This is an optimization exercise on Yosys and OpenROAD, whose aim is small area and a short achievable clock period, not a production implementation. In this exercise RTL edits were held to simulation tests only and were not proved equivalent to the original. Power figures rest on the tool's default switching activity, not on a simulated workload.

<file path="design/flow/config.mk">
export PLATFORM = sky130hd
export DESIGN_NAME = FIR
export DESIGN_NICKNAME = FIR
export VERILOG_FILES = /design/flow/design.v
export SDC_FILE = /design/flow/constraint.sdc
export NUM_CORES = 4
export LEC_CHECK = 0
export ABC_CLOCK_PERIOD_IN_PS = 2000
export CAP_MARGIN = 20
export CORE_MARGIN = 2
export CORE_UTILIZATION = 40
export CTS_BUF_LIST = sky130_fd_sc_hd__clkbuf_8
export CTS_CLUSTER_DIAMETER = 100
export CTS_CLUSTER_SIZE = 36
export SETUP_SLACK_MARGIN = 5
export SLEW_MARGIN = 20
export SYNTH_HIERARCHICAL = 1
</file>
<file path="design/flow/constraint.sdc">
create_clock -name core_clock -period 13.0 [get_ports {clk}]
set_input_delay 2.6000 -clock core_clock [delete_from_list [all_inputs] [get_ports {clk}]]
set_output_delay 2.6000 -clock core_clock [all_outputs]
set_load 0.01 [all_outputs]
</file>
<file path="design/flow/design.v">
module FIR(Dout, Din, clk, reset);
output	[17:0]	Dout;
input 	[7:0] 	Din;
input 		clk, reset;
reg [7:0] h1, h2, h3, h4, h5, h6, h7;
reg [15:0] R;
wire s1, c1;
HA u1 (.a(h2[0]), .b(h4[0]), .s(s1), .co(c1));
wire s2, c2;
FA u2 (.a(h2[1]), .b(h4[1]), .c(c1), .s(s2), .co(c2));
wire s3, c3;
FA u3 (.a(h2[2]), .b(h4[2]), .c(c2), .s(s3), .co(c3));
wire s4, c4;
FA u4 (.a(h2[3]), .b(h4[3]), .c(c3), .s(s4), .co(c4));
wire s5, c5;
FA u5 (.a(h2[4]), .b(h4[4]), .c(c4), .s(s5), .co(c5));
wire s6, c6;
FA u6 (.a(h2[5]), .b(h4[5]), .c(c5), .s(s6), .co(c6));
wire s7, c7;
FA u7 (.a(h2[6]), .b(h4[6]), .c(c6), .s(s7), .co(c7));
wire s8, c8;
FA u8 (.a(h2[7]), .b(h4[7]), .c(c7), .s(s8), .co(c8));
wire s9, c9;
FA u9 (.a(h6[0]), .b(h7[0]), .c(Din[0]), .s(s9), .co(c9));
wire n10 = ~s1;
wire s11, c11;
FA u11 (.a(h6[1]), .b(h7[1]), .c(n10), .s(s11), .co(c11));
wire s12, c12;
FA u12 (.a(s11), .b(Din[1]), .c(c9), .s(s12), .co(c12));
wire n13 = ~h7[2];
wire s14, c14;
FA u14 (.a(h3[0]), .b(n13), .c(h6[2]), .s(s14), .co(c14));
wire n15 = ~c11;
wire s16, c16;
FA u16 (.a(s14), .b(s2), .c(n15), .s(s16), .co(c16));
wire n17 = ~s16;
wire s18, c18;
FA u18 (.a(n17), .b(Din[2]), .c(c12), .s(s18), .co(c18));
wire s19, c19;
FA u19 (.a(h6[3]), .b(h7[3]), .c(h6[2]), .s(s19), .co(c19));
wire s20, c20;
FA u20 (.a(h3[1]), .b(h7[0]), .c(c14), .s(s20), .co(c20));
wire s21, c21;
FA u21 (.a(s20), .b(s3), .c(c16), .s(s21), .co(c21));
wire n22 = ~s21;
wire s23, c23;
FA u23 (.a(s19), .b(n22), .c(Din[3]), .s(s23), .co(c23));
wire s24, c24;
FA u24 (.a(h6[0]), .b(h6[4]), .c(h7[4]), .s(s24), .co(c24));
wire s25, c25;
FA u25 (.a(h3[0]), .b(h3[2]), .c(h7[1]), .s(s25), .co(c25));
wire s26, c26;
FA u26 (.a(s1), .b(c19), .c(s24), .s(s26), .co(c26));
wire n27 = ~s26;
wire s28, c28;
FA u28 (.a(s25), .b(c20), .c(n27), .s(s28), .co(c28));
wire s29, c29;
FA u29 (.a(s28), .b(s4), .c(c21), .s(s29), .co(c29));
wire n30 = ~s29;
wire s31, c31;
FA u31 (.a(n30), .b(Din[0]), .c(Din[4]), .s(s31), .co(c31));
wire s32, c32;
FA u32 (.a(h6[1]), .b(h6[5]), .c(h7[5]), .s(s32), .co(c32));
wire s33, c33;
FA u33 (.a(h1[0]), .b(h5[0]), .c(h3[0]), .s(s33), .co(c33));
wire s34, c34;
FA u34 (.a(h3[1]), .b(h3[3]), .c(h7[2]), .s(s34), .co(c34));
wire s35, c35;
FA u35 (.a(s1), .b(c24), .c(s32), .s(s35), .co(c35));
wire s36, c36;
FA u36 (.a(c25), .b(s33), .c(s34), .s(s36), .co(c36));
wire s37, c37;
FA u37 (.a(s2), .b(c26), .c(s35), .s(s37), .co(c37));
wire n38 = ~s37;
wire s39, c39;
FA u39 (.a(s36), .b(n38), .c(c28), .s(s39), .co(c39));
wire s40, c40;
FA u40 (.a(s39), .b(s5), .c(c29), .s(s40), .co(c40));
wire n41 = ~s40;
wire s42, c42;
FA u42 (.a(Din[1]), .b(Din[5]), .c(n41), .s(s42), .co(c42));
wire s43, c43;
FA u43 (.a(h6[2]), .b(h6[6]), .c(h7[6]), .s(s43), .co(c43));
wire s44, c44;
FA u44 (.a(h1[1]), .b(h5[1]), .c(h3[1]), .s(s44), .co(c44));
wire s45, c45;
FA u45 (.a(h3[2]), .b(h3[4]), .c(h7[3]), .s(s45), .co(c45));
wire s46, c46;
FA u46 (.a(c33), .b(c34), .c(s44), .s(s46), .co(c46));
wire n47 = ~s45;
wire s48, c48;
FA u48 (.a(c32), .b(s43), .c(n47), .s(s48), .co(c48));
wire s49, c49;
FA u49 (.a(s2), .b(c35), .c(s48), .s(s49), .co(c49));
wire n50 = ~s3;
wire s51, c51;
FA u51 (.a(c36), .b(s46), .c(n50), .s(s51), .co(c51));
wire n52 = ~s51;
wire s53, c53;
FA u53 (.a(c37), .b(s49), .c(n52), .s(s53), .co(c53));
wire s54, c54;
FA u54 (.a(s53), .b(Din[2]), .c(Din[6]), .s(s54), .co(c54));
wire s55, c55;
FA u55 (.a(c39), .b(s6), .c(c40), .s(s55), .co(c55));
wire n56 = ~s55;
wire s57, c57;
FA u57 (.a(s54), .b(n56), .c(c42), .s(s57), .co(c57));
wire s58, c58;
FA u58 (.a(h6[3]), .b(h6[7]), .c(h7[7]), .s(s58), .co(c58));
wire s59, c59;
FA u59 (.a(h1[2]), .b(h5[2]), .c(h3[2]), .s(s59), .co(c59));
wire s60, c60;
FA u60 (.a(h3[3]), .b(h3[5]), .c(h7[4]), .s(s60), .co(c60));
wire s61, c61;
FA u61 (.a(c44), .b(c45), .c(s59), .s(s61), .co(c61));
wire n62 = ~s60;
wire s63, c63;
FA u63 (.a(c43), .b(s58), .c(n62), .s(s63), .co(c63));
wire s64, c64;
FA u64 (.a(c48), .b(s63), .c(s3), .s(s64), .co(c64));
wire s65, c65;
FA u65 (.a(c49), .b(s4), .c(s64), .s(s65), .co(c65));
wire s66, c66;
FA u66 (.a(c46), .b(s61), .c(c51), .s(s66), .co(c66));
wire n67 = ~s66;
wire s68, c68;
FA u68 (.a(s65), .b(n67), .c(c53), .s(s68), .co(c68));
wire s69, c69;
FA u69 (.a(Din[3]), .b(Din[7]), .c(s68), .s(s69), .co(c69));
wire n70 = ~c54;
wire s71, c71;
FA u71 (.a(s7), .b(n70), .c(c55), .s(s71), .co(c71));
wire n72 = ~s71;
wire s73, c73;
FA u73 (.a(s69), .b(n72), .c(c57), .s(s73), .co(c73));
wire s74, c74;
FA u74 (.a(h1[3]), .b(h5[3]), .c(h3[3]), .s(s74), .co(c74));
wire s75, c75;
FA u75 (.a(h3[4]), .b(h3[6]), .c(h7[5]), .s(s75), .co(c75));
wire s76, c76;
FA u76 (.a(c59), .b(c60), .c(s74), .s(s76), .co(c76));
wire n77 = ~s75;
wire s78, c78;
FA u78 (.a(h6[4]), .b(c58), .c(n77), .s(s78), .co(c78));
wire n79 = ~c63;
wire s80, c80;
FA u80 (.a(c61), .b(s76), .c(n79), .s(s80), .co(c80));
wire s81, c81;
FA u81 (.a(s78), .b(s4), .c(c64), .s(s81), .co(c81));
wire s82, c82;
FA u82 (.a(s5), .b(c65), .c(s81), .s(s82), .co(c82));
wire s83, c83;
FA u83 (.a(Din[4]), .b(s82), .c(c68), .s(s83), .co(c83));
wire s84, c84;
FA u84 (.a(s80), .b(c66), .c(s8), .s(s84), .co(c84));
wire n85 = ~c71;
wire s86, c86;
FA u86 (.a(c69), .b(s83), .c(n85), .s(s86), .co(c86));
wire n87 = ~s84;
wire s88, c88;
FA u88 (.a(n87), .b(s86), .c(c73), .s(s88), .co(c88));
wire s89, c89;
FA u89 (.a(h1[4]), .b(h5[4]), .c(h3[4]), .s(s89), .co(c89));
wire s90, c90;
FA u90 (.a(h3[5]), .b(h3[7]), .c(h7[6]), .s(s90), .co(c90));
wire s91, c91;
FA u91 (.a(h6[5]), .b(c74), .c(c75), .s(s91), .co(c91));
wire s92, c92;
FA u92 (.a(s89), .b(s90), .c(c76), .s(s92), .co(c92));
wire s93, c93;
FA u93 (.a(s91), .b(s92), .c(c80), .s(s93), .co(c93));
wire s94, c94;
FA u94 (.a(c78), .b(s5), .c(c81), .s(s94), .co(c94));
wire s95, c95;
FA u95 (.a(s6), .b(c82), .c(s94), .s(s95), .co(c95));
wire s96, c96;
FA u96 (.a(Din[5]), .b(s95), .c(c83), .s(s96), .co(c96));
wire s97, c97;
FA u97 (.a(s93), .b(c8), .c(c84), .s(s97), .co(c97));
wire n98 = ~s97;
wire s99, c99;
FA u99 (.a(s96), .b(c86), .c(n98), .s(s99), .co(c99));
wire s100, c100;
FA u100 (.a(h1[5]), .b(h5[5]), .c(h3[5]), .s(s100), .co(c100));
wire n101 = ~h6[6];
wire s102, c102;
FA u102 (.a(n101), .b(h3[6]), .c(h7[7]), .s(s102), .co(c102));
wire s103, c103;
FA u103 (.a(c89), .b(c90), .c(s100), .s(s103), .co(c103));
wire s104, c104;
FA u104 (.a(s102), .b(c91), .c(s103), .s(s104), .co(c104));
wire n105 = ~h6[5];
wire s106, c106;
FA u106 (.a(n105), .b(c92), .c(s104), .s(s106), .co(c106));
wire s107, c107;
FA u107 (.a(s6), .b(c94), .c(Din[6]), .s(s107), .co(c107));
wire s108, c108;
FA u108 (.a(s7), .b(c95), .c(s107), .s(s108), .co(c108));
wire n109 = ~s108;
wire s110, c110;
FA u110 (.a(s106), .b(c93), .c(n109), .s(s110), .co(c110));
wire n111 = ~c96;
wire s112, c112;
FA u112 (.a(n111), .b(s110), .c(c97), .s(s112), .co(c112));
wire s113, c113;
FA u113 (.a(h1[6]), .b(h5[6]), .c(h3[6]), .s(s113), .co(c113));
wire s114, c114;
FA u114 (.a(h3[7]), .b(h6[7]), .c(c100), .s(s114), .co(c114));
wire s115, c115;
FA u115 (.a(s113), .b(c102), .c(c103), .s(s115), .co(c115));
wire s116, c116;
FA u116 (.a(s114), .b(c104), .c(s115), .s(s116), .co(c116));
wire n117 = ~Din[7];
wire s118, c118;
FA u118 (.a(c106), .b(s116), .c(n117), .s(s118), .co(c118));
wire s119, c119;
FA u119 (.a(s7), .b(c107), .c(s8), .s(s119), .co(c119));
wire n120 = ~s118;
wire s121, c121;
FA u121 (.a(n120), .b(c108), .c(s119), .s(s121), .co(c121));
wire n122 = ~s121;
wire s123, c123;
FA u123 (.a(c110), .b(n122), .c(c112), .s(s123), .co(c123));
wire n124 = ~h6[7];
wire s125, c125;
FA u125 (.a(h5[7]), .b(h3[7]), .c(n124), .s(s125), .co(c125));
wire n126 = ~h1[7];
wire s127, c127;
FA u127 (.a(n126), .b(c113), .c(s125), .s(s127), .co(c127));
wire s128, c128;
FA u128 (.a(c114), .b(s127), .c(c115), .s(s128), .co(c128));
wire s129, c129;
FA u129 (.a(c116), .b(s128), .c(c118), .s(s129), .co(c129));
wire s130, c130;
FA u130 (.a(c8), .b(s8), .c(c119), .s(s130), .co(c130));
wire n131 = ~s129;
wire s132, c132;
FA u132 (.a(n131), .b(s130), .c(c121), .s(s132), .co(c132));
wire s133, c133;
FA u133 (.a(n126), .b(c125), .c(c127), .s(s133), .co(c133));
wire s134, c134;
FA u134 (.a(s133), .b(c128), .c(c129), .s(s134), .co(c134));
wire n135 = ~s134;
wire s136, c136;
FA u136 (.a(c8), .b(n135), .c(c130), .s(s136), .co(c136));
wire s137, c137;
FA u137 (.a(n126), .b(c133), .c(c134), .s(s137), .co(c137));
wire n138 = c18 ^ s23;
wire n139 = c18 & s23;
wire n140 = c23 ^ s31;
wire n141 = c23 & s31;
wire n142 = c31 ^ s42;
wire n143 = c31 & s42;
wire n144 = c88 ^ s99;
wire n145 = c88 & s99;
wire n146 = c99 ^ ~s112;
wire n147 = c99 & ~s112;
wire n148 = ~c123 ^ s132;
wire n149 = ~c123 & s132;
wire n150 = c132 ^ s136;
wire n151 = c132 & s136;
wire n152 = c136 ^ ~s137;
wire n153 = c136 & ~s137;
wire n154 = h1[7] ^ ~c137;
wire n155 = h1[7] & ~c137;
wire n156 = s12 & s9;
wire n157 = s18 & s12;
wire n158 = n138 & s18;
wire n159 = n141 | (n140 & n139);
wire n160 = n140 & n138;
wire n161 = n143 | (n142 & n141);
wire n162 = n142 & n140;
wire n163 = s57 & n143;
wire n164 = s57 & n142;
wire n165 = s73 & s57;
wire n166 = s88 & s73;
wire n167 = n144 & s88;
wire n168 = n147 | (n146 & n145);
wire n169 = n146 & n144;
wire n170 = ~s123 & n147;
wire n171 = ~s123 & n146;
wire n172 = n148 & ~s123;
wire n173 = n151 | (n150 & n149);
wire n174 = n150 & n148;
wire n175 = n153 | (n152 & n151);
wire n176 = n152 & n150;
wire n177 = n155 | (n154 & n153);
wire n178 = n154 & n152;
wire n179 = n157 & s9;
wire n180 = n158 & n156;
wire n181 = n160 & n157;
wire n182 = n161 | (n162 & n139);
wire n183 = n162 & n158;
wire n184 = n163 | (n164 & n159);
wire n185 = n164 & n160;
wire n186 = n165 & n161;
wire n187 = n165 & n162;
wire n188 = n166 & n163;
wire n189 = n166 & n164;
wire n190 = n167 & n165;
wire n191 = n169 & n166;
wire n192 = n170 | (n171 & n145);
wire n193 = n171 & n167;
wire n194 = n149 | (n172 & n168);
wire n195 = n172 & n169;
wire n196 = n173 | (n174 & n170);
wire n197 = n174 & n171;
wire n198 = n175 | (n176 & n149);
wire n199 = n176 & n172;
wire n200 = n177 | (n178 & n173);
wire n201 = n178 & n174;
wire n202 = n181 & s9;
wire n203 = n183 & n156;
wire n204 = n185 & n179;
wire n205 = n186 | (n187 & n139);
wire n206 = n187 & n180;
wire n207 = n188 | (n189 & n159);
wire n208 = n189 & n181;
wire n209 = n145 | (n190 & n182);
wire n210 = n190 & n183;
wire n211 = n168 | (n191 & n184);
wire n212 = n191 & n185;
wire n213 = n192 | (n193 & n186);
wire n214 = n193 & n187;
wire n215 = n194 | (n195 & n188);
wire n216 = n195 & n189;
wire n217 = n196 | (n197 & n145);
wire n218 = n197 & n190;
wire n219 = n198 | (n199 & n168);
wire n220 = n199 & n191;
wire n221 = n200 | (n201 & n192);
wire n222 = n201 & n193;
wire n223 = n208 & s9;
wire n224 = n210 & n156;
wire n225 = n212 & n179;
wire n226 = n213 | (n214 & n139);
wire n227 = n214 & n180;
wire n228 = n215 | (n216 & n159);
wire n229 = n216 & n202;
wire n230 = n217 | (n218 & n182);
wire n231 = n218 & n203;
wire n232 = n219 | (n220 & n184);
wire n233 = n220 & n204;
wire n234 = n221 | (n222 & n205);
wire n235 = n222 & n206;
wire n236 = n140 ^ n139;
wire n237 = n142 ^ n159;
wire n238 = s57 ^ n182;
wire n239 = s73 ^ n184;
wire n240 = s88 ^ n205;
wire n241 = n144 ^ n207;
wire n242 = n146 ^ n209;
wire n243 = ~s123 ^ n211;
wire n244 = n148 ^ n226;
wire n245 = n150 ^ n228;
wire n246 = n152 ^ n230;
wire n247 = n154 ^ n232;
wire [15:0] Rn = {n247, n246, n245, n244, n243, n242, n241, n240, n239, n238, n237, n236, n138, s18, s12, s9};
wire n248 = ~Din[0];
wire s249, c249;
HA u249 (.a(R[0]), .b(n248), .s(s249), .co(c249));
wire n250 = ~Din[1];
wire s251, c251;
HA u251 (.a(R[1]), .b(n250), .s(s251), .co(c251));
wire n252 = ~Din[2];
wire s253, c253;
HA u253 (.a(R[2]), .b(n252), .s(s253), .co(c253));
wire n254 = ~Din[3];
wire s255, c255;
FA u255 (.a(R[3]), .b(Din[0]), .c(n254), .s(s255), .co(c255));
wire n256 = ~Din[4];
wire s257, c257;
FA u257 (.a(R[4]), .b(Din[1]), .c(n256), .s(s257), .co(c257));
wire n258 = ~Din[5];
wire s259, c259;
FA u259 (.a(R[5]), .b(Din[2]), .c(n258), .s(s259), .co(c259));
wire n260 = ~Din[6];
wire s261, c261;
FA u261 (.a(R[6]), .b(Din[3]), .c(n260), .s(s261), .co(c261));
wire s262, c262;
FA u262 (.a(R[7]), .b(Din[4]), .c(n117), .s(s262), .co(c262));
wire s263, c263;
HA u263 (.a(R[8]), .b(Din[5]), .s(s263), .co(c263));
wire s264, c264;
HA u264 (.a(R[9]), .b(Din[6]), .s(s264), .co(c264));
wire s265, c265;
HA u265 (.a(R[10]), .b(Din[7]), .s(s265), .co(c265));
wire n266 = s251 ^ c249;
wire n267 = s251 & c249;
wire n268 = s253 ^ c251;
wire n269 = s253 & c251;
wire n270 = s255 ^ c253;
wire n271 = s255 & c253;
wire n272 = s257 ^ c255;
wire n273 = s257 & c255;
wire n274 = s259 ^ c257;
wire n275 = s259 & c257;
wire n276 = s261 ^ c259;
wire n277 = s261 & c259;
wire n278 = s262 ^ c261;
wire n279 = s262 & c261;
wire n280 = s263 ^ c262;
wire n281 = s263 & c262;
wire n282 = s264 ^ c263;
wire n283 = s264 & c263;
wire n284 = s265 ^ c264;
wire n285 = s265 & c264;
wire n286 = R[11] ^ c265;
wire n287 = R[11] & c265;
wire n288 = n266 & s249;
wire n289 = n269 | (n268 & n267);
wire n290 = n268 & n266;
wire n291 = n271 | (n270 & n269);
wire n292 = n270 & n268;
wire n293 = n273 | (n272 & n271);
wire n294 = n272 & n270;
wire n295 = n275 | (n274 & n273);
wire n296 = n274 & n272;
wire n297 = n277 | (n276 & n275);
wire n298 = n276 & n274;
wire n299 = n279 | (n278 & n277);
wire n300 = n278 & n276;
wire n301 = n281 | (n280 & n279);
wire n302 = n280 & n278;
wire n303 = n283 | (n282 & n281);
wire n304 = n282 & n280;
wire n305 = n285 | (n284 & n283);
wire n306 = n284 & n282;
wire n307 = n287 | (n286 & n285);
wire n308 = n286 & n284;
wire n309 = R[12] & n287;
wire n310 = R[12] & n286;
wire n311 = R[13] & R[12];
wire n312 = R[14] & R[13];
wire n313 = R[15] & R[14];
wire n314 = n290 & s249;
wire n315 = n291 | (n292 & n267);
wire n316 = n292 & n288;
wire n317 = n293 | (n294 & n289);
wire n318 = n294 & n290;
wire n319 = n295 | (n296 & n291);
wire n320 = n296 & n292;
wire n321 = n297 | (n298 & n293);
wire n322 = n298 & n294;
wire n323 = n299 | (n300 & n295);
wire n324 = n300 & n296;
wire n325 = n301 | (n302 & n297);
wire n326 = n302 & n298;
wire n327 = n303 | (n304 & n299);
wire n328 = n304 & n300;
wire n329 = n305 | (n306 & n301);
wire n330 = n306 & n302;
wire n331 = n307 | (n308 & n303);
wire n332 = n308 & n304;
wire n333 = n309 | (n310 & n305);
wire n334 = n310 & n306;
wire n335 = n311 & n307;
wire n336 = n311 & n308;
wire n337 = n312 & n309;
wire n338 = n312 & n310;
wire n339 = n313 & n311;
wire n340 = n318 & s249;
wire n341 = n319 | (n320 & n267);
wire n342 = n320 & n288;
wire n343 = n321 | (n322 & n289);
wire n344 = n322 & n314;
wire n345 = n323 | (n324 & n315);
wire n346 = n324 & n316;
wire n347 = n325 | (n326 & n317);
wire n348 = n326 & n318;
wire n349 = n327 | (n328 & n319);
wire n350 = n328 & n320;
wire n351 = n329 | (n330 & n321);
wire n352 = n330 & n322;
wire n353 = n331 | (n332 & n323);
wire n354 = n332 & n324;
wire n355 = n333 | (n334 & n325);
wire n356 = n334 & n326;
wire n357 = n335 | (n336 & n327);
wire n358 = n336 & n328;
wire n359 = n337 | (n338 & n329);
wire n360 = n338 & n330;
wire n361 = n339 & n331;
wire n362 = n339 & n332;
wire n363 = n348 & s249;
wire n364 = n349 | (n350 & n267);
wire n365 = n350 & n288;
wire n366 = n351 | (n352 & n289);
wire n367 = n352 & n314;
wire n368 = n353 | (n354 & n315);
wire n369 = n354 & n316;
wire n370 = n355 | (n356 & n317);
wire n371 = n356 & n340;
wire n372 = n357 | (n358 & n341);
wire n373 = n358 & n342;
wire n374 = n359 | (n360 & n343);
wire n375 = n360 & n344;
wire n376 = n361 | (n362 & n345);
wire n377 = n362 & n346;
wire n378 = n268 ^ n267;
wire n379 = n270 ^ n289;
wire n380 = n272 ^ n315;
wire n381 = n274 ^ n317;
wire n382 = n276 ^ n341;
wire n383 = n278 ^ n343;
wire n384 = n280 ^ n345;
wire n385 = n282 ^ n347;
wire n386 = n284 ^ n364;
wire n387 = n286 ^ n366;
wire n388 = R[12] ^ n368;
wire n389 = R[13] ^ n370;
wire n390 = R[14] ^ n372;
wire n391 = R[15] ^ n374;
wire [15:0] y = {n391, n390, n389, n388, n387, n386, n385, n384, n383, n382, n381, n380, n379, n378, n266, s249};
always @(posedge clk)
begin
	if (reset)
	begin
		h1 <= 8'hff;
		h2 <= 8'h00;
		h3 <= 8'hff;
		h4 <= 8'h00;
		h5 <= 8'hff;
		h6 <= 8'h00;
		h7 <= 8'hff;
		R <= 16'd65281;
	end
	else
	begin
		h1 <= ~Din;
		h2 <= ~h1;
		h3 <= ~h2;
		h4 <= ~h3;
		h5 <= ~h4;
		h6 <= ~h5;
		h7 <= ~h6;
		R <= Rn;
	end
end
assign Dout = {2'b00, y};
endmodule
module FA(input a, input b, input c, output s, output co);
assign s = a ^ b ^ c;
assign co = (a & b) | (a & c) | (b & c);
endmodule
module HA(input a, input b, output s, output co);
assign s = a ^ b;
assign co = a & b;
endmodule
</file>
<file path="design/flow/run.sh">
#!/bin/bash
# synth_recipe.tcl (not shown) runs the flow's synth.tcl, then flattens the netlist and writes it again
# the make line also repeats each setting of config.mk as NAME=value (left out here)
make -C /OpenROAD-flow-scripts/flow DESIGN_CONFIG=/design/flow/config.mk WORK_HOME=/design/flow/orfs CLKGATE_MAP_FILE= SYNTH_SCRIPT=/design/flow/synth_recipe.tcl finish
</file>
==> results of run 1 <==
[per-module statistics from Yosys (local to each module, per instance)]
module  flops+latches  cells inside
FIR                72           357
HA                  0             1
FA                  0             1
[logic make-up after synthesis]
| kind of cell | after synthesis |
|---|---|
| buffers and inverters | 78 |
| adder cells (fa/ha/maj) | 136 |
| AND/OR/NAND/NOR | 118 |
| flip-flops | 72 |
| other | 1 |
| XOR/XNOR | 18 |
| AO/OA/AOI/OAI | 49 |
[per-layer routing]
layer	up-vias	part of all wire
met5	-	0
met4	0	0.013
met3	12	0.029
met2	44	0.51
met1	1620	0.45
li1	1497	-
[report_power, final]
group / internal, mW / switching (mW)
clock: 0.128 / 0.0897
sequential: 0.245 / 0.0141
combinational: 0.361 / 0.392
[metrics by stage]
stage,setup WS [ps],utilization,instances
6_report,5140,0.451,664
5_1_grt,5000,0.451,664
4_1_cts,5000,0.450,664
3_5_place_dp,4540,0.431,648
3_3_place_gp,4590,0.431,648
2_1_floorplan,5890,-,473
[layout make-up]
class                      instances  area (sq um)
timing repair buffer              27           248
multi-input combinational        323          3580
sequential                        72          1440
clock buffer                       9           124
fill                            1230          7220
tap                              176           220
inverter                          50           188
clock inverter                     7           119
[path summary, 6_finish.rpt]
check	endpoint	slack [ps]	start
max	Dout[12]	5140	Din[4]
min	h5[0]	400	h4[0]
max reg2reg	R[15]	6640	h2[0]
min reg2reg	h5[0]	400	h4[0]
[layout by cell type (no fill, tap or decap), types with 3 or more instances in the layout]
cell	count
nand3_1	7
dfxtp_1	72
nor3_1	8
clkdlybuf4s50_1	16
nor2b_1	6
o211ai_1	3
nand2_1	45
buf_2	3
ha_1	24
bufinv_16	3
fa_1	110
xnor2_1	12
xor2_1	6
clkbuf_8	9
a21oi_2	4
o21ai_0	6
a21oi_1	16
a21o_1	4
nor2_1	36
inv_1	50
[repair_timing]
action                                  4_1_cts  5_1_grt
endpoints found under the hold margin         0        0
gates resized for setup                      24       17
buffers inserted                              0        0
gates cloned                                  0        0
hold buffers                                  0        0
endpoints found under the setup margin       10        7
pin swaps                                     0        1
[sequential cells by signal (all words and copies together) (netlist names)]
name,cells
h6,8
R,16
h1,8
h7,8
h3,8
h2,8
h4,8
h5,8
==> impl_metrics.csv, run 1 <==
group,metric,value,unit
clocking,clock-root-buffer,"clkbuf_8",
timing,max-slew-margin-rel,0.667,
route,viasPerCell,4.78,
flow_run,maxCapViolCount,0,
timing,final.period_utilization,0.605,
setup_path,cpPeakStageDelay,560,ps
setup_path,critPathRequiredTime,10400,ps
grt,grt_pass1_wl,16.7,mm
logic_synthesis,syn_area_per_cell,11.3,sq um
setup_path,cp_max_fo,6,
grt,grt_antenna_before_repair,0,
logic_synthesis,synth-compound-area-share,0.0611,
floorplanning,die_h,120,microns
grt,use_met3,0.0323,
clocking,clk_pin_slew,80,ps
logic_synthesis,synthAdderAreaFrac,0.473,
route,wire_per_inst,14.5,microns
floorplanning,core_area,13100,sq um
logic_synthesis,synth_mux_area_frac,0,
setup_path,critPathTopFamily,"buffers and inverters",
floorplanning,rows,42,
placement,io_buffers,25,
timing,drv_slew,0,
grt,grt_usage,0.153,
setup_path,path_class,"in -> out",
timing,worstMarginPinSlew,493,ps
floorplanning,die_area,14300,sq um
clocking,cts_tree,"built",
power_and_ir_drop,ir_drop,0.0000881,V
run_status,status,"finished clean",
timing,rsz0062_at_grt,"no",
logic_synthesis,ys_seq_elements,72,
logic_synthesis,ys_seq_area_frac,0.269,
logic_synthesis,synth_area_leaders,"fa_1 41%, dfxtp_1 27%, ha_1 6.1%, inv_1 3.5%, nand2_1 3.2%",
final_layout,area_delta_synth_final,10.7,%
route,first_pass_iters,4,
timing,hold_ws,395,ps
logic_synthesis,synth_cell_types,44,
logic_synthesis,async_flop_share,0,
logic_synthesis,synth_edf_count,0,
logic_synthesis,yosys.area.top_type,"fa_1",
logic_synthesis,synth_top_family_by_area,"adder cells",
logic_synthesis,synth_flop_cell,"dfxtp_1",
timing,finalHoldViolCount,0,
route,drcViolationCount,0,
logic_synthesis,syn_inst,472,
timing,fin_worst_skew,8.38,ps
worst_hold_path,worstHoldPathType,"reg -> reg",
floorplanning,ios,28,
setup_path,cp.depth,10,
grt,grtUsageMet1,0.205,
setup_path,cp-end-kind,"primary output",
timing,max_freq,127,MHz
final_layout,antennaDiodeCount,0,
timing,period_needed,7860,ps
clocking,cts.path.max_buffers,2,
final_layout,final_layout_size_suffix_gt1_frac,0.0799,
logic_synthesis,synth_area,5350,sq um
placement,place.gp.congestion,0.843,
floorplanning,die_w,120,microns
logic_synthesis,yosysWarnings,7,
logic_synthesis,synth_common_cells,"110 x fa_1, 72 x dfxtp_1, 50 x inv_1",
final_layout,nNetsFinal,629,
setup_path,path_buf_inv,3,
setup_path,path_cells,"clkdlybuf4s15_2 > inv_1 > fa_1 > ha_2 > nand3_1 > nor2_1 > o21ai_2 > a311oi_2 > xnor2_1 > clkdlybuf4s50_1",
route,first_iter_violations,118,
clocking,cts_buffers,9,
grt,grt_overflow,0,
grt,grt_pass1_vias,3362,
logic_synthesis,yosysMostFrequentCell,"fa_1",
final_layout,final_area,5920,sq um
power_and_ir_drop,leakage,2.44,nW
power_and_ir_drop,cellPowerDensity,208,nW/um^2
route,wl,9.61,mm
setup_path,crit_slowest_cell,"clkdlybuf4s50_1",
placement,dp_hpwl,8.00,mm
setup_path,r2r_cells,18,
worst_hold_path,worstHoldPathCells,1,
logic_synthesis,synth-simple-area-share,0.0992,
logic_synthesis,synth_xor_area_frac,0.0295,
placement,placed_area,5660,sq um
grt,grt_max_degree,41,
timing,tns,0,ps
setup_path,arrival,5260,ps
clocking,clock_sinks,72,
floorplanning,start_util,0.407,
grt,busiest_layer,"met2",
grt,grtUsageMet2,0.249,
logic_synthesis,synth_top_area_share,0.412,
clocking,cts_max_level,3,
route,vias,3173,
route,drtAntennaViolNets,0,
setup_path,start_kind,"primary input",
clocking,clock_latency,360,ps
timing,setup_viol,0,
power_and_ir_drop,design_power_total,1.23,mW
==> inputs of run 2 (changes only) <==
--- a/design/flow/config.mk
+++ b/design/flow/config.mk
@@ -10,7 +10,4 @@
 export CORE_MARGIN = 2
 export CORE_UTILIZATION = 40
-export CTS_BUF_LIST = sky130_fd_sc_hd__clkbuf_8
-export CTS_CLUSTER_DIAMETER = 100
-export CTS_CLUSTER_SIZE = 36
 export SETUP_SLACK_MARGIN = 5
 export SLEW_MARGIN = 20
==> impl_metrics.csv, run 2 <==
group,metric,value,unit
run_status,status,"finished clean",
placement,placed_area,5660,sq um
route,drcViolationCount,0,
timing,hold_ws,390,ps
floorplanning,die_w,120,microns
clocking,clock_latency,330,ps
power_and_ir_drop,design_power_total,1.30,mW
timing,rsz0062_at_grt,"no",
floorplanning,core_area,13100,sq um
setup_path,path_class,"in -> out",
placement,dp_hpwl,8.00,mm
floorplanning,die_h,120,microns
final_layout,regArea,1440,sq um
clocking,cts.path.max_buffers,2,
setup_path,crit_slowest_cell,"clkdlybuf4s50_1",
logic_synthesis,synth_area_leaders,"fa_1 41%, dfxtp_1 27%, ha_1 6.1%, inv_1 3.5%, nand2_1 3.2%",
final_layout,multi_input_area,3580,sq um
power_and_ir_drop,ir_drop,0.0000883,V
logic_synthesis,syn_inst,472,
timing,max-slew-margin-rel,0.675,
clocking,clock_sinks,72,
grt,grt_overflow,0,
final_layout,final_layout_size_suffix_gt1_frac,0.0799,
flow_run,maxCapViolCount,0,
route,wl,9.65,mm
setup_path,cp-end-kind,"primary output",
setup_path,arrival,5250,ps
final_layout,top_register,"R",
placement,io_buffers,25,
floorplanning,start_util,0.407,
floorplanning,die_area,14300,sq um
clocking,postCtsSetupRepairBufs,0,
logic_synthesis,yosysMostFrequentCell,"fa_1",
final_layout,final_area,6020,sq um
logic_synthesis,ys_seq_area_frac,0.269,
grt,grt_usage,0.154,
timing,fin_worst_skew,7.44,ps
timing,max_freq,127,MHz
final_layout,nNetsFinal,629,
grt,grt_antenna_before_repair,0,
route,wire_per_inst,14.5,microns
logic_synthesis,yosysWarnings,7,
final_layout,largest_register_ffs,16,
grt,grt_max_degree,41,
timing,final.period_utilization,0.604,
timing,setup_viol,0,
final_layout,fin_util,0.458,
final_layout,antennaDiodeCount,0,
power_and_ir_drop,leakage,2.48,nW
final_layout,final_common_cell,"fa_1",
timing,finalHoldViolCount,0,
grt,grt_pass1_wl,16.8,mm
clocking,cts_max_level,3,
worst_hold_path,worstHoldPathType,"reg -> reg",
final_layout,mostFrequentLayoutCells,"110 x fa_1, 72 x dfxtp_1, 49 x inv_1, 45 x nand2_1, 36 x nor2_1",
logic_synthesis,synth_cell_types,44,
logic_synthesis,async_flop_share,0,
logic_synthesis,synth_flop_cell,"dfxtp_1",
final_layout,area_delta_synth_final,12.6,%
power_and_ir_drop,cellPowerDensity,215,nW/um^2
floorplanning,ios,28,
floorplanning,rows,42,
logic_synthesis,ys_seq_elements,72,
logic_synthesis,synth_area,5350,sq um
grt,grt_pass1_vias,3357,
logic_synthesis,synth_top_area_share,0.412,
setup_path,critPathRequiredTime,10400,ps
route,first_pass_iters,4,
placement,place.gp.congestion,0.843,
logic_synthesis,yosys.area.top_type,"fa_1",
route,drtAntennaViolNets,0,
route,viasPerCell,4.77,
clocking,clk_pin_slew,60,ps
setup_path,cpPeakStageDelay,550,ps
timing,tns,0,ps
clocking,postCtsHoldBufs,0,
timing,period_needed,7850,ps
clocking,cts_buffers,9,
setup_path,path_cells,"clkdlybuf4s15_2 > inv_1 > fa_1 > ha_2 > nand3_1 > nor2_1 > o21ai_2 > a311oi_2 > xnor2_1 > clkdlybuf4s50_1",
clocking,cts_tree,"built",
timing,worstMarginPinSlew,481,ps
logic_synthesis,synth_common_cells,"110 x fa_1, 72 x dfxtp_1, 50 x inv_1",
final_layout,nFillCells,1220,
route,vias,3170,
clocking,clock-root-buffer,"clkbuf_16",
logic_synthesis,synth_edf_count,0,
setup_path,cp_max_fo,6,
setup_path,start_kind,"primary input",
route,first_iter_violations,153,
timing,drv_slew,0,
logic_synthesis,syn_area_per_cell,11.3,sq um
-- run 2: cell counts after synthesis --
Identical to the previous run, type by type.
-- run 2: final cells by class --
type / count / share of cell area
Clock buffer: 10 / 0.0380
Tap cell: 176 / 0.0366
Inverter: 50 / 0.0312
Timing Repair Buffer: 27 / 0.0411
Sequential cell: 72 / 0.239
Clock inverter: 6 / 0.0191
Multi-Input combinational cell: 323 / 0.595
-- run 2: modules after synthesis, one instance, submodules excluded --
| module | area (sq um) | copies in the design |
|---|---|---|
| FA | 20.0 | 108 |
| FIR | 3100 | 1 |
| HA | 12.5 | 7 |
-- run 2: metrics by stage --
step,setup WS [ps],cells
5_1_grt,5000,664
2_1_floorplan,5890,473
3_3_place_gp,4590,648
3_5_place_dp,4540,648
6_report,5150,664
4_1_cts,5000,664
-- run 2: cells by family after synthesis --
group,count (synthesis),synth area share
compound gates,49,0.0611
xor+xnor,18,0.0295
fa+ha+maj,136,0.473
buf+inv,78,0.0676
flops,72,0.269
other cells,1,0.000701
simple gates,118,0.0992
-- run 2: critical path, delay by kind of cell --
family | cells | cell delay [ps]
buf+inv | 3 | 890
fa+ha+maj | 2 | 860
compound gates | 2 | 420
simple gates | 2 | 310
xor+xnor | 1 | 150
-- run 2: layer usage --
| metal | GRT usage | up-vias | share of wire |
|---|---|---|---|
| met4 | 0.0360 | 0 | 0.0084 |
| met2 | 0.250 | 45 | 0.51 |
| li1 | - | 1500 | - |
| met5 | 0 | - | 0 |
| met1 | 0.207 | 1620 | 0.45 |
| met3 | 0.0394 | 5 | 0.034 |
-- run 2: timing repair --
| item | 4_1_cts | 5_1_grt |
|---|---|---|
| pin swaps | 0 | 1 |
| endpoints found under the setup margin | 10 | 7 |
| gates resized for setup | 24 | 17 |
-- run 2: worst paths after layout --
| path | slack, ps | end | startpoint | cells after the start |
|---|---|---|---|---|
| setup / recovery | 5150 | Dout[12] | Din[4] | 10 |
| hold reg to reg | 390 | h5[0] | h4[0] | 1 |
| hold / removal | 390 | h5[0] | h4[0] | 1 |
| setup reg to reg | 6640 | R[15] | h2[0] | 18 |
-- run 2: where the power goes --
part / leakage (nW) / internal, mW / switching [mW]
sequential: 0.591 / 0.245 / 0.0142
clock: 0.164 / 0.189 / 0.0966
combinational: 1.73 / 0.361 / 0.392
==> inputs of run 3 (changes only) <==
--- a/design/flow/config.mk
+++ b/design/flow/config.mk
@@ -10,4 +10,5 @@
 export CORE_MARGIN = 2
 export CORE_UTILIZATION = 40
+export GPL_TIMING_DRIVEN = 1
 export SETUP_SLACK_MARGIN = 5
 export SLEW_MARGIN = 20
==> impl_metrics.csv, run 3 <==
group,metric,value,unit
run_status,status,"finished clean",
placement,dp_hpwl,8.00,mm
floorplanning,ios,28,
route,drtAntennaViolNets,0,
timing,fin_worst_skew,7.44,ps
logic_synthesis,syn_area_per_cell,11.3,sq um
logic_synthesis,ys_seq_area_frac,0.269,
setup_path,start_kind,"primary input",
timing,tns,0,ps
logic_synthesis,synth_edf_count,0,
power_and_ir_drop,leakage,2.48,nW
final_layout,top_register,"R",
final_layout,regArea,1440,sq um
route,drcViolationCount,0,
floorplanning,core_area,13100,sq um
timing,finalHoldViolCount,0,
floorplanning,start_util,0.407,
clocking,clk_pin_slew,60,ps
final_layout,final_layout_size_suffix_gt1_frac,0.0799,
clocking,cts_max_level,3,
final_layout,multi_input_area,3580,sq um
floorplanning,die_h,120,microns
placement,post-place-ws,4540,ps
setup_path,path_cells,"clkdlybuf4s15_2 > inv_1 > fa_1 > ha_2 > nand3_1 > nor2_1 > o21ai_2 > a311oi_2 > xnor2_1 > clkdlybuf4s50_1",
final_layout,nNetsFinal,629,
logic_synthesis,ys_seq_elements,72,
route,wire_per_inst,14.5,microns
final_layout,final_common_cell,"fa_1",
grt,grt_pass1_wl,16.8,mm
flow_run,maxCapViolCount,0,
route,met3_length,330,microns
logic_synthesis,synth_area,5350,sq um
final_layout,area_delta_synth_final,12.6,%
power_and_ir_drop,cellPowerDensity,215,nW/um^2
timing,max_freq,127,MHz
floorplanning,die_area,14300,sq um
timing,worst_slack,5150,ps
logic_synthesis,yosysMostFrequentCell,"fa_1",
worst_hold_path,worstHoldPathType,"reg -> reg",
setup_path,cpPeakStageDelay,550,ps
timing,final.period_utilization,0.604,
clocking,clock_sinks,72,
floorplanning,die_w,120,microns
route,first_pass_iters,4,
logic_synthesis,async_flop_share,0,
clocking,clock-root-buffer,"clkbuf_16",
route,top_layer_used,"met4",
placement,place_inst,648,
clocking,cts_buffers,9,
final_layout,largest_register_ffs,16,
route,wirelength_met1,4.33,mm
grt,grt_overflow,0,
grt,grt_max_degree,41,
clocking,postCtsHoldBufs,0,
route,route.met2.wl,4.91,mm
placement,place.gp.congestion,0.843,
timing,drv_slew,0,
logic_synthesis,synth_top_area_share,0.412,
setup_path,r2r_cells,18,
timing,max-slew-margin-rel,0.675,
timing,rsz0062_at_grt,"no",
final_layout,nFillCells,1220,
route,first_iter_violations,153,
setup_path,critPathRequiredTime,10400,ps
final_layout,final_cell_count_no_fill,664,
setup_path,cp_max_fo,6,
route,vias,3170,
final_layout,fin_util,0.458,
placement,io_buffers,25,
logic_synthesis,synth_cell_types,44,
logic_synthesis,yosysWarnings,7,
clocking,cts_tree,"built",
setup_path,arrival,5250,ps
logic_synthesis,synth_flop_cell,"dfxtp_1",
power_and_ir_drop,ir_drop,0.0000883,V
route,viasPerCell,4.77,
floorplanning,rows,42,
grt,grt_usage,0.154,
final_layout,antennaDiodeCount,0,
worst_hold_path,worstHoldPathCells,1,
setup_path,cp-end-kind,"primary output",
grt,grt_antenna_before_repair,0,
timing,worstMarginPinSlew,481,ps
grt,grt_pass1_vias,3357,
timing,setup_viol,0,
logic_synthesis,synth_common_cells,"110 x fa_1, 72 x dfxtp_1, 50 x inv_1",
power_and_ir_drop,design_power_total,1.30,mW
logic_synthesis,yosys.area.top_type,"fa_1",
clocking,cts.path.max_buffers,2,
route,wl,9.65,mm
clocking,clock_latency,330,ps
final_layout,mostFrequentLayoutCells,"110 x fa_1, 72 x dfxtp_1, 49 x inv_1, 45 x nand2_1, 36 x nor2_1",
timing,period_needed,7850,ps
logic_synthesis,synth_area_leaders,"fa_1 41%, dfxtp_1 27%, ha_1 6.1%, inv_1 3.5%, nand2_1 3.2%",
logic_synthesis,syn_inst,472,
setup_path,crit_slowest_cell,"clkdlybuf4s50_1",
setup_path,path_class,"in -> out",
run 3: what timing repair did:
action / in CTS / in global routing
hold endpoints to repair: 0 / 0
endpoints found under the setup margin: 10 / 7
gates resized for setup: 24 / 17
setup buffers: 0 / 0
pin swaps: 0 / 1
run 3: cells by family after synthesis:
group                      after synthesis  synth area share
and+or+nand+nor                        118            0.0992
xor gates and xnor gates                18            0.0295
adders and majority gates              136             0.473
buffers and inverters                   78            0.0676
DFF                                     72             0.269
AOI/OAI and AO/OA                       49            0.0611
other                                    1          0.000701
run 3: worst max-delay path: cells and delay by family:
family / cells / cell delay [ps]
adder cells (fa/ha/maj): 2 / 860
AO/OA/AOI/OAI: 2 / 420
buffers and inverters: 3 / 890
AND/OR/NAND/NOR: 2 / 310
XOR/XNOR: 1 / 150
run 3: path summary, 6_finish.rpt:
kind / from / to / slack [ps]
max: Din[4] / Dout[12] / 5150
min: h4[0] / h5[0] / 390
max reg2reg: h2[0] / R[15] / 6640
min reg2reg: h4[0] / h5[0] / 390
run 3: per-stage QoR:
stage / hold slack [ps] / cell area, sq um
floorplan: 362 / 5350
global placement: 371 / 5660
detailed placement: 382 / 5660
CTS: 396 / 6020
global route: 405 / 6020
finish: 390 / 6020
run 3: power by group:
group	internal [mW]	total, mW	switching, mW	leakage (nW)
combinational	0.361	0.753	0.392	1.73
sequential	0.245	0.259	0.0142	0.591
clock	0.189	0.285	0.0966	0.164
run 3: area by class of cell:
cell class | instances | area share
Clock buffer | 10 | 0.0380
Clock inverter | 6 | 0.0191
Inverter | 50 | 0.0312
Multi-Input combinational cell | 323 | 0.595
Sequential cell | 72 | 0.239
Tap cell | 176 | 0.0366
Timing Repair Buffer | 27 | 0.0411
run 3: modules after synthesis, one instance, submodules excluded:
module / cells / flops+latches / times used
FA: 1 / 0 / 108
FIR: 357 / 72 / 1
HA: 1 / 0 / 7
run 3: routing by layer:
layer  vias up  global-route usage
met1      1620               0.207
met4         0              0.0360
met3         5              0.0394
met2        45               0.250
li1       1500                   -
met5         -                   0
==> inputs of run 4 (changes only) <==
==> design/flow/flow/run.sh (new file) <==
#!/bin/bash
# Layout flow: the standard flow (standard.sh), with its standard synthesis
# unchanged, then the layout steps with a larger setup margin for repair_timing,
# faster port buffers and a smaller clock tree. Each step's full output goes to
# a log in this folder.
set -euo pipefail
bash standard.sh synth > log_synth.txt 2>&1
bash standard.sh SETUP_SLACK_MARGIN=6.5 \
  "BUFFER_PORTS_ARGS=-buffer_cell sky130_fd_sc_hd__buf_2" \
  "CTS_ARGS=-sink_clustering_enable -repair_clock_nets -dont_use_dummy_load -buf_list sky130_fd_sc_hd__clkbuf_8 -sink_clustering_size 36 -sink_clustering_max_diameter 100" \
  finish > log_layout.txt 2>&1
==> design/flow/standard.sh (new file) <==
#!/bin/bash
# synth_recipe.tcl (not shown) runs the flow's synth.tcl, then flattens the netlist and writes it again
# the make line also repeats each setting of config.mk as NAME=value (left out here)
make -C /OpenROAD-flow-scripts/flow DESIGN_CONFIG=/design/flow/config.mk WORK_HOME=/design/flow/orfs CLKGATE_MAP_FILE= SYNTH_SCRIPT=/design/flow/synth_recipe.tcl "${@:-finish}"
--- a/design/flow/config.mk
+++ b/design/flow/config.mk
@@ -10,6 +10,4 @@
 export CORE_MARGIN = 2
 export CORE_UTILIZATION = 40
-export GPL_TIMING_DRIVEN = 1
-export SETUP_SLACK_MARGIN = 5
 export SLEW_MARGIN = 20
 export SYNTH_HIERARCHICAL = 1
removed: design/flow/run.sh
==> impl_metrics.csv, run 4 <==
group,metric,value,unit
setup_path,cpPeakStageDelay,550,ps
setup_path,start_kind,"primary input",
power_and_ir_drop,cellPowerDensity,198,nW/um^2
logic_synthesis,synth_mux_area_frac,0,
logic_synthesis,ys_seq_elements,72,
route,viasPerCell,4.83,
floorplanning,ios,28,
clocking,clock_latency,350,ps
setup_path,cp-end-kind,"primary output",
route,first_pass_iters,4,
logic_synthesis,synth_top_family_by_area,"adder cells",
timing,drv_slew,0,
floorplanning,rows,42,
placement,io_buffers,25,
timing,max_freq,138,MHz
route,wl,10.5,mm
run_status,status,"finished clean",
final_layout,nNetsFinal,652,
placement,placed_area,5650,sq um
logic_synthesis,syn_inst,472,
placement,post-place-ws,5470,ps
logic_synthesis,ys_seq_area_frac,0.269,
final_layout,final_layout_size_suffix_gt1_frac,0.226,
final_layout,fin_util,0.478,
logic_synthesis,synth_top_area_share,0.412,
setup_path,cp_max_fo,5,
logic_synthesis,yosysMostFrequentCell,"fa_1",
placement,dp_hpwl,8.14,mm
floorplanning,start_util,0.407,
setup_path,path_buf_inv,2,
final_layout,antennaDiodeCount,0,
route,wire_per_inst,15.4,microns
timing,max-slew-margin-rel,0.488,
grt,grt_pass1_vias,3620,
grt,grt_overflow,0,
route,first_iter_violations,134,
route,vias,3285,
logic_synthesis,yosysWarnings,7,
logic_synthesis,synth_flop_cell,"dfxtp_1",
placement,place.gp.congestion,0.811,
setup_path,critPathRequiredTime,10400,ps
floorplanning,die_w,120,microns
route,drtAntennaViolNets,0,
timing,period_needed,7240,ps
timing,final.period_utilization,0.557,
logic_synthesis,syn_area_per_cell,11.3,sq um
final_layout,area_delta_synth_final,17.4,%
clocking,clock_sinks,72,
setup_path,critPathTopFamily,"compound AO/OA/AOI/OAI gates",
logic_synthesis,synthAdderAreaFrac,0.473,
timing,worst_slack,5760,ps
worst_hold_path,worstHoldPathType,"reg -> reg",
logic_synthesis,synth-simple-area-share,0.0992,
grt,grt_max_degree,38,
logic_synthesis,synth_area_leaders,"fa_1 41%, dfxtp_1 27%, ha_1 6.1%, inv_1 3.5%, nand2_1 3.2%",
grt,grt_antenna_before_repair,0,
logic_synthesis,yosys.area.top_type,"fa_1",
logic_synthesis,synth_edf_count,0,
logic_synthesis,synth_xor_area_frac,0.0295,
logic_synthesis,synth_area,5350,sq um
logic_synthesis,synth_common_cells,"110 x fa_1, 72 x dfxtp_1, 50 x inv_1",
timing,worstMarginPinSlew,768,ps
floorplanning,die_area,14300,sq um
clocking,cts_tree,"built",
timing,finalHoldViolCount,0,
clocking,cts_max_level,3,
final_layout,largest_register_ffs,16,
clocking,cts_buffers,9,
final_layout,mostFrequentLayoutCells,"104 x fa_1, 72 x dfxtp_1, 45 x inv_1, 44 x nand2_1, 33 x nor2_1",
logic_synthesis,synth-compound-area-share,0.0611,
flow_run,maxCapViolCount,0,
timing,rsz0062_at_grt,"yes",
setup_path,crit_slowest_cell,"fa_1",
floorplanning,die_h,120,microns
logic_synthesis,synth_cell_types,44,
setup_path,path_cells,"buf_12 > fa_1 > ha_4 > a211o_1 > a31oi_4 > o21ai_2 > o31ai_2 > xnor2_1 > buf_2",
route,drcViolationCount,0,
floorplanning,core_area,13100,sq um
grt,grt_pass1_wl,17.6,mm
clocking,clock-root-buffer,"clkbuf_8",
setup_path,arrival,4640,ps
logic_synthesis,async_flop_share,0,
final_layout,final_common_cell,"fa_1",
final_layout,top_register,"R",
power_and_ir_drop,leakage,2.54,nW
timing,fin_worst_skew,27.2,ps
final_layout,final_area,6280,sq um
timing,tns,0,ps
clocking,clk_pin_slew,80,ps
power_and_ir_drop,ir_drop,0.0000836,V
timing,setup_viol,0,
clocking,cts.path.max_buffers,2,
grt,grt_usage,0.160,
setup_path,path_class,"in -> out",
==> run 4: modules after synthesis, one instance, submodules excluded <==
module | cells inside | flops+latches
FA | 1 | 0
FIR | 357 | 72
HA | 1 | 0
==> run 4: cells by family (layout without fill, tap and decap cells) <==
family                   Yosys count  after routing
adder cells (fa/ha/maj)          136            136
AND/OR/NAND/NOR                  118            118
buffers and inverters             78            109
flip-flops                        72             72
AO/OA/AOI/OAI                     49             49
XOR/XNOR                          18             18
other                              1              2
==> run 4: stage by stage <==
step	instances	hold WS [ps]	power [mW]
final	680	394	1.24
after global routing	680	414	1.36
after CTS	665	397	1.19
after detailed placement	647	376	0.990
after global placement	647	368	0.977
after floorplan	473	362	0.899
==> run 4: path summary, 6_finish.rpt <==
path                            slack (ps)  cells past startpoint  startpoint  endpoint
worst min-delay path                   390                      1       h4[4]     h5[4]
worst min register to register         390                      1       h4[4]     h5[4]
worst max register to register        6820                     18       h2[0]     R[15]
worst max-delay path                  5760                      9      Din[2]  Dout[11]
==> run 4: layout make-up <==
type,count,area (sq um)
clock buffer,9,124
fill,1190,6860
inverter,50,213
multi-input combinational,323,3840
sequential,72,1440
tap,176,220
timing repair buffer,50,435
==> run 4: report_power, final <==
group | switching [mW] | internal (mW) | total, mW
Sequential | 0.0145 | 0.245 | 0.260
Combinational | 0.449 | 0.398 | 0.847
Clock | 0.0728 | 0.0617 | 0.135
Total | 0.536 | 0.705 | 1.24
==> run 4: per-layer routing <==
| layer | vias to the layer above | share of wire | routed length [microns] | global-route usage |
|---|---|---|---|---|
| met5 | - | 0 | 0 | 0 |
| met3 | 11 | 0.033 | 343 | 0.0333 |
| met2 | 51 | 0.52 | 5440 | 0.275 |
| met1 | 1691 | 0.43 | 4560 | 0.203 |
| li1 | 1532 | - | - | - |
| met4 | 0 | 0.015 | 153 | 0.0463 |
==> run 4: repair_timing <==
action / CTS / global route
gates resized for setup: 40 / 31
pin swaps: 25 / 20
endpoints found under the setup margin: 14 / 15
setup buffers: 9 / 15
hold buffers: 0 / 0
==> inputs of run 5 (changes only) <==
--- a/design/flow/flow/run.sh
+++ b/design/flow/flow/run.sh
@@ -6,5 +6,5 @@
 set -euo pipefail
 bash standard.sh synth > log_synth.txt 2>&1
-bash standard.sh SETUP_SLACK_MARGIN=6.5 \
+bash standard.sh SETUP_SLACK_MARGIN=5.0 \
   "BUFFER_PORTS_ARGS=-buffer_cell sky130_fd_sc_hd__buf_2" \
   "CTS_ARGS=-sink_clustering_enable -repair_clock_nets -dont_use_dummy_load -buf_list sky130_fd_sc_hd__clkbuf_8 -sink_clustering_size 36 -sink_clustering_max_diameter 100" \
==> impl_metrics.csv, run 5 <==
group,metric,value,unit
run_status,status,"finished clean",
floorplanning,ios,28,
worst_hold_path,worstHoldPathType,"reg -> reg",
power_and_ir_drop,pwr-share-seq,0.238,
timing,period_needed,7540,ps
logic_synthesis,yosys.area.top_type,"fa_1",
placement,io_buffers,25,
final_layout,top_register,"R",
timing,setup_viol,0,
setup_path,cp-end-kind,"primary output",
final_layout,mostFrequentLayoutCells,"110 x fa_1, 72 x dfxtp_1, 50 x inv_1, 45 x nand2_1, 36 x nor2_1",
power_and_ir_drop,design_power_total,1.09,mW
clocking,postCtsHoldBufs,0,
power_and_ir_drop,clockPowerShare,0.122,
setup_path,cp_max_fo,7,
logic_synthesis,yosysWarnings,7,
clocking,cts.path.max_buffers,2,
logic_synthesis,synth_top_area_share,0.412,
power_and_ir_drop,cellPowerDensity,193,nW/um^2
final_layout,final_layout_size_suffix_gt1_frac,0.0915,
clocking,clock_sinks,72,
final_layout,regArea,1440,sq um
logic_synthesis,synth_flop_cell,"dfxtp_1",
power_and_ir_drop,ir_drop,0.000106,V
floorplanning,die_h,120,microns
logic_synthesis,synth_area_leaders,"fa_1 41%, dfxtp_1 27%, ha_1 6.1%, inv_1 3.5%, nand2_1 3.2%",
power_and_ir_drop,p_int,0.616,mW
clocking,clock_latency,340,ps
logic_synthesis,async_flop_share,0,
route,wl,9.53,mm
clocking,ctsResizeCount,0,
timing,max_freq,133,MHz
power_and_ir_drop,switching_power,0.474,mW
setup_path,arrival,4940,ps
final_layout,multi_input_area,3550,sq um
clocking,postCtsSetupRepairBufs,0,
flow_run,maxCapViolCount,0,
placement,dp_hpwl,8.06,mm
route,drcViolationCount,0,
clocking,cts_max_level,3,
power_and_ir_drop,swShare,0.435,
final_layout,final_common_cell,"fa_1",
logic_synthesis,yosysMostFrequentCell,"fa_1",
route,viasPerCell,4.81,
final_layout,nNetsFinal,629,
power_and_ir_drop,leakage,2.37,nW
timing,worstMarginPinSlew,491,ps
grt,grt_pass1_vias,3440,
timing,tns,0,ps
timing,drv_slew,0,
floorplanning,start_util,0.407,
timing,final.period_utilization,0.580,
grt,grt_usage,0.151,
clocking,clk_pin_slew,70,ps
timing,max-slew-margin-rel,0.669,
clocking,clock-root-buffer,"clkbuf_8",
route,wire_per_inst,14.5,microns
grt,grt_antenna_before_repair,0,
setup_path,critPathRequiredTime,10400,ps
grt,grt_max_degree,40,
timing,fin_worst_skew,16.1,ps
timing,rsz0062_at_grt,"no",
logic_synthesis,synth_edf_count,0,
logic_synthesis,syn_area_per_cell,11.3,sq um
final_layout,antennaDiodeCount,0,
grt,grt_pass1_wl,16.7,mm
timing,finalHoldViolCount,0,
floorplanning,die_w,120,microns
logic_synthesis,synth_cell_types,44,
placement,place.gp.congestion,0.829,
power_and_ir_drop,p_comb_frac,0.641,
route,vias,3162,
final_layout,largest_register_ffs,16,
logic_synthesis,synth_area,5350,sq um
route,drtAntennaViolNets,0,
floorplanning,die_area,14300,sq um
grt,grt_overflow,0,
route,first_iter_violations,137,
floorplanning,rows,42,
logic_synthesis,ys_seq_area_frac,0.269,
floorplanning,core_area,13100,sq um
setup_path,path_class,"in -> out",
final_layout,nFillCells,1267,
clocking,cts_buffers,9,
logic_synthesis,synth_common_cells,"110 x fa_1, 72 x dfxtp_1, 50 x inv_1",
clocking,cts_tree,"built",
logic_synthesis,syn_inst,472,
logic_synthesis,ys_seq_elements,72,
setup_path,start_kind,"primary input",
final_layout,area_delta_synth_final,5.87,%
route,first_pass_iters,4,
-- run 5: final timing paths --
check | from | end | slack [ps] | cells past startpoint
max | Din[5] | Dout[11] | 5460 | 10
min | h2[2] | h3[2] | 390 | 1
max reg2reg | h2[0] | R[15] | 6660 | 18
min reg2reg | h2[2] | h3[2] | 390 | 1
-- run 5: logic make-up after synthesis --
logic type,after synthesis,share of synthesized area
fa+ha+maj,136,0.473
simple gates,118,0.0992
buf+inv,78,0.0676
flops,72,0.269
compound gates,49,0.0611
xor+xnor,18,0.0295
other cells,1,0.000701
-- run 5: layout make-up --
cell class | instances | area share
multi-input cells | 323 | 0.627
clock buffers | 9 | 0.0219
repair buffers | 27 | 0.0247
flip-flops and latches | 72 | 0.255
inverters | 50 | 0.0331
well taps | 176 | 0.0389
-- run 5: critical path, stage by stage --
cell     delay, ps
buf_2          190
inv_1           80
fa_1           430
ha_1           390
a211o_1        300
a31oi_2        250
o21ai_1        160
o31ai_2        230
xnor2_1        150
buf_2          150
-- run 5: power by group through the flow --
| stage | Clock, mW | Sequential [mW] | Combinational, mW |
|---|---|---|---|
| final | 0.133 | 0.259 | 0.698 |
| after global routing | 0.148 | 0.263 | 0.790 |
| after global placement | 0 | 0.264 | 0.683 |
| after floorplan | 0 | 0.261 | 0.610 |
| after detailed placement | 0 | 0.265 | 0.701 |
| after CTS | 0.140 | 0.260 | 0.707 |
-- run 5: routing by layer --
layer | track usage | part of all wire | wire [microns] | vias up
met5 | 0 | 0 | 0 | -
met4 | 0.0353 | 0.0089 | 85 | 0
met3 | 0.0337 | 0.025 | 236 | 6
met2 | 0.252 | 0.52 | 4940 | 30
met1 | 0.203 | 0.45 | 4270 | 1638
li1 | - | - | - | 1488
-- run 5: Yosys stat by module (local to each module, per instance) --
module / flops+latches / cells inside / copies in the design
FIR: 72 / 357 / 1
FA: 0 / 1 / 108
HA: 0 / 1 / 7
-- run 5: per-stage QoR --
| stage | util | instances | setup slack (ps) | hold slack (ps) | instance area (sq um) |
|---|---|---|---|---|---|
| 2_1_floorplan | - | 473 | 5890 | 362 | 5350 |
| 3_3_place_gp | 0.422 | 648 | 5550 | 371 | 5540 |
| 3_5_place_dp | 0.422 | 648 | 5470 | 379 | 5540 |
| 4_1_cts | 0.431 | 657 | 5460 | 396 | 5660 |
| 5_1_grt | 0.431 | 657 | 5300 | 414 | 5660 |
| 6_report | 0.431 | 657 | 5460 | 394 | 5660 |
==> inputs of run 6 (changes only) <==
--- a/design/flow/flow/run.sh
+++ b/design/flow/flow/run.sh
@@ -6,5 +6,5 @@
 set -euo pipefail
 bash standard.sh synth > log_synth.txt 2>&1
-bash standard.sh SETUP_SLACK_MARGIN=5.0 \
+bash standard.sh SETUP_SLACK_MARGIN=6.0 \
   "BUFFER_PORTS_ARGS=-buffer_cell sky130_fd_sc_hd__buf_2" \
   "CTS_ARGS=-sink_clustering_enable -repair_clock_nets -dont_use_dummy_load -buf_list sky130_fd_sc_hd__clkbuf_8 -sink_clustering_size 36 -sink_clustering_max_diameter 100" \
==> impl_metrics.csv, run 6 <==
group,metric,value,unit
worst_hold_path,worstHoldPathCells,1,
logic_synthesis,synth_area_leaders,"fa_1 41%, dfxtp_1 27%, ha_1 6.1%, inv_1 3.5%, nand2_1 3.2%",
floorplanning,rows,42,
route,drcViolationCount,0,
clocking,cts_max_level,3,
grt,grt_usage,0.148,
setup_path,r2r_cells,18,
final_layout,nNetsFinal,642,
setup_path,r2r_start,"h2[0]",
timing,finalHoldViolCount,0,
route,drtAntennaViolNets,0,
setup_path,cp-end-kind,"primary output",
worst_hold_path,hold_end,"h3[0]",
logic_synthesis,ys_seq_area_frac,0.269,
timing,max_freq,138,MHz
clocking,clk_pin_slew,70,ps
logic_synthesis,yosysWarnings,7,
route,viasPerCell,4.85,
placement,io_buffers,25,
timing,tns,0,ps
power_and_ir_drop,cellPowerDensity,195,nW/um^2
floorplanning,ios,28,
clocking,clock_latency,350,ps
flow_run,maxCapViolCount,0,
grt,grt_overflow,0,
setup_path,start_kind,"primary input",
logic_synthesis,synth_edf_count,0,
run_status,status,"finished clean",
power_and_ir_drop,leakage,2.46,nW
clocking,clock-root-buffer,"clkbuf_8",
logic_synthesis,synth_area,5350,sq um
route,wirelength_met1,4.37,mm
power_and_ir_drop,ir_drop,0.0000871,V
floorplanning,start_util,0.407,
grt,grt_antenna_before_repair,0,
clocking,cts_buffers,9,
final_layout,area_delta_synth_final,12.7,%
worst_hold_path,worstHoldPathType,"reg -> reg",
final_layout,largest_register_ffs,16,
timing,period_needed,7230,ps
grt,grt_max_degree,40,
logic_synthesis,syn_area_per_cell,11.3,sq um
timing,drv_slew,0,
setup_path,rr_endpoint,"R[15]",
logic_synthesis,synth_flop_cell,"dfxtp_1",
route,wl,9.78,mm
setup_path,path_class,"in -> out",
logic_synthesis,async_flop_share,0,
logic_synthesis,ys_seq_elements,72,
placement,dp_hpwl,7.88,mm
timing,max-slew-margin-rel,0.658,
final_layout,final_layout_size_suffix_gt1_frac,0.170,
route,top_layer_used,"met4",
logic_synthesis,syn_inst,472,
grt,grt_pass1_vias,3345,
route,met3_length,355,microns
floorplanning,die_w,120,microns
grt,grt_pass1_wl,16.4,mm
timing,setup_viol,0,
route,route.met2.wl,4.96,mm
setup_path,critPathRequiredTime,10400,ps
logic_synthesis,yosys.area.top_type,"fa_1",
worst_hold_path,worstHoldStart,"h2[0]",
route,first_iter_violations,123,
route,wire_per_inst,14.6,microns
timing,rsz0062_at_grt,"yes",
clocking,cts.path.max_buffers,2,
logic_synthesis,yosysMostFrequentCell,"fa_1",
power_and_ir_drop,design_power_total,1.17,mW
floorplanning,die_h,120,microns
placement,place.gp.congestion,0.826,
logic_synthesis,synth_top_area_share,0.412,
final_layout,top_register,"R",
timing,hold_ws,388,ps
route,vias,3247,
logic_synthesis,synth_common_cells,"110 x fa_1, 72 x dfxtp_1, 50 x inv_1",
setup_path,cp_max_fo,6,
timing,final.period_utilization,0.556,
logic_synthesis,synth_cell_types,44,
route,first_pass_iters,4,
timing,fin_worst_skew,11.7,ps
final_layout,mostFrequentLayoutCells,"109 x fa_1, 72 x dfxtp_1, 45 x inv_1, 44 x nand2_1, 35 x nor2_1",
floorplanning,core_area,13100,sq um
final_layout,antennaDiodeCount,0,
setup_path,arrival,4630,ps
clocking,clock_sinks,72,
final_layout,final_common_cell,"fa_1",
clocking,cts_tree,"built",
floorplanning,die_area,14300,sq um
timing,worstMarginPinSlew,506,ps
setup_path,rrSetupSlack,6680,ps
-- run 6: metal layers --
layer	vias up	track usage
met5	-	0
met3	9	0.0347
li1	1510	-
met2	37	0.247
met1	1691	0.199
met4	0	0.0309
-- run 6: cells by family after synthesis --
group	Yosys count	share of synthesized area
AOI/OAI and AO/OA	49	0.0611
adders and majority gates	136	0.473
and+or+nand+nor	118	0.0992
xor gates and xnor gates	18	0.0295
other	1	0.000701
buffers and inverters	78	0.0676
DFF	72	0.269
-- run 6: worst max-delay path by stage --
stage                       from        to  slack [ps]  depth (start not counted)
after floorplan           Din[5]  Dout[11]        5900                         10
after global placement    Din[5]  Dout[11]        5510                         10
after detailed placement  Din[5]  Dout[11]        5430                         10
after CTS                 Din[5]  Dout[11]        5720                         10
after global routing      Din[1]  Dout[11]        5710                         11
final                     Din[2]  Dout[11]        5770                          9
-- run 6: power breakdown --
group / switching, mW / internal, mW / total [mW]
Combinational: 0.418 / 0.361 / 0.779
Sequential: 0.0147 / 0.245 / 0.260
Clock: 0.0726 / 0.0617 / 0.134
-- run 6: critical path, cell delays in order --
cell and delay (ps):
buf_12 100, fa_1 540, ha_4 230, a211o_1 300, a31oi_4 200, o21ai_2 110
o31ai_2 250, xnor2_1 150, buf_2 150
-- run 6: timing repair --
item                                    4_1_cts  5_1_grt
pin swaps                                    21       21
endpoints found under the setup margin       11       11
gates resized for setup                      39       23
buffers inserted                              9        4
hold buffers                                  0        0
-- run 6: through the flow --
stage               setup slack, ps  area, sq um   util  std cells
floorplan                      5900         5370      -        473
global placement               5510         5550  0.422        648
detailed placement             5430         5550  0.422        648
CTS                            5720         5900  0.449        666
global route                   5710         6030  0.459        670
finish                         5770         6030  0.459        670
-- run 6: area by class of cell --
cell class | instances | area [sq um]
Fill cell | 1215 | 7110
Timing Repair Buffer | 40 | 323
Inverter | 50 | 195
Sequential cell | 72 | 1440
Multi-Input combinational cell | 323 | 3730
Tap cell | 176 | 220
Clock buffer | 9 | 124
-- run 6: Yosys stat by module, one instance, submodules excluded --
module	times used	cell area [sq um]	cells inside
FA	108	20.0	1
FIR	1	3100	357
HA	7	12.5	1

-- separate check: timing with driven ports --
No port has a modelled driver above. Below, the same layouts with a new extraction and two added sets of constraints. Step 1 sets driving cells, clkbuf_16 on the clock port and buf_2 on the other inputs (assumed; they add their load-dependent delay and slew). Step 2 adds t to the input delays and takes it off the output delays; t is the mean of the earliest and latest rising clock arrival at the registers after step 1. Input paths then give back, and output paths get back, about the clock's delay inside the block. a / b / c = ideal ports / drivers / drivers and shift; a / b = the first two.
run	shift t [ns]	setup slack, ns	worst hold slack (ns)	worst slew at a driven data input, ns
run 1	0.388	5.139 / 5.106 / 5.106	0.395 / 0.395 / 0.395	0.03
run 2	0.371	5.151 / 5.118 / 5.118	0.390 / 0.390 / 0.390	0.03
run 3	0.371	5.151 / 5.118 / 5.118	0.390 / 0.390 / 0.390	0.03
run 4	0.374	5.763 / 5.709 / 5.709	0.394 / 0.394 / 0.394	0.07
run 5	0.367	5.462 / 5.440 / 5.440	0.394 / 0.394 / 0.394	0.03
run 6	0.370	5.768 / 5.712 / 5.712	0.388 / 0.388 / 0.388	0.07
After both steps every run listed still meets setup and hold. The setup slack of run 6, which loses most, moves by -0.056 ns with the drivers and by -0.056 ns with both steps.
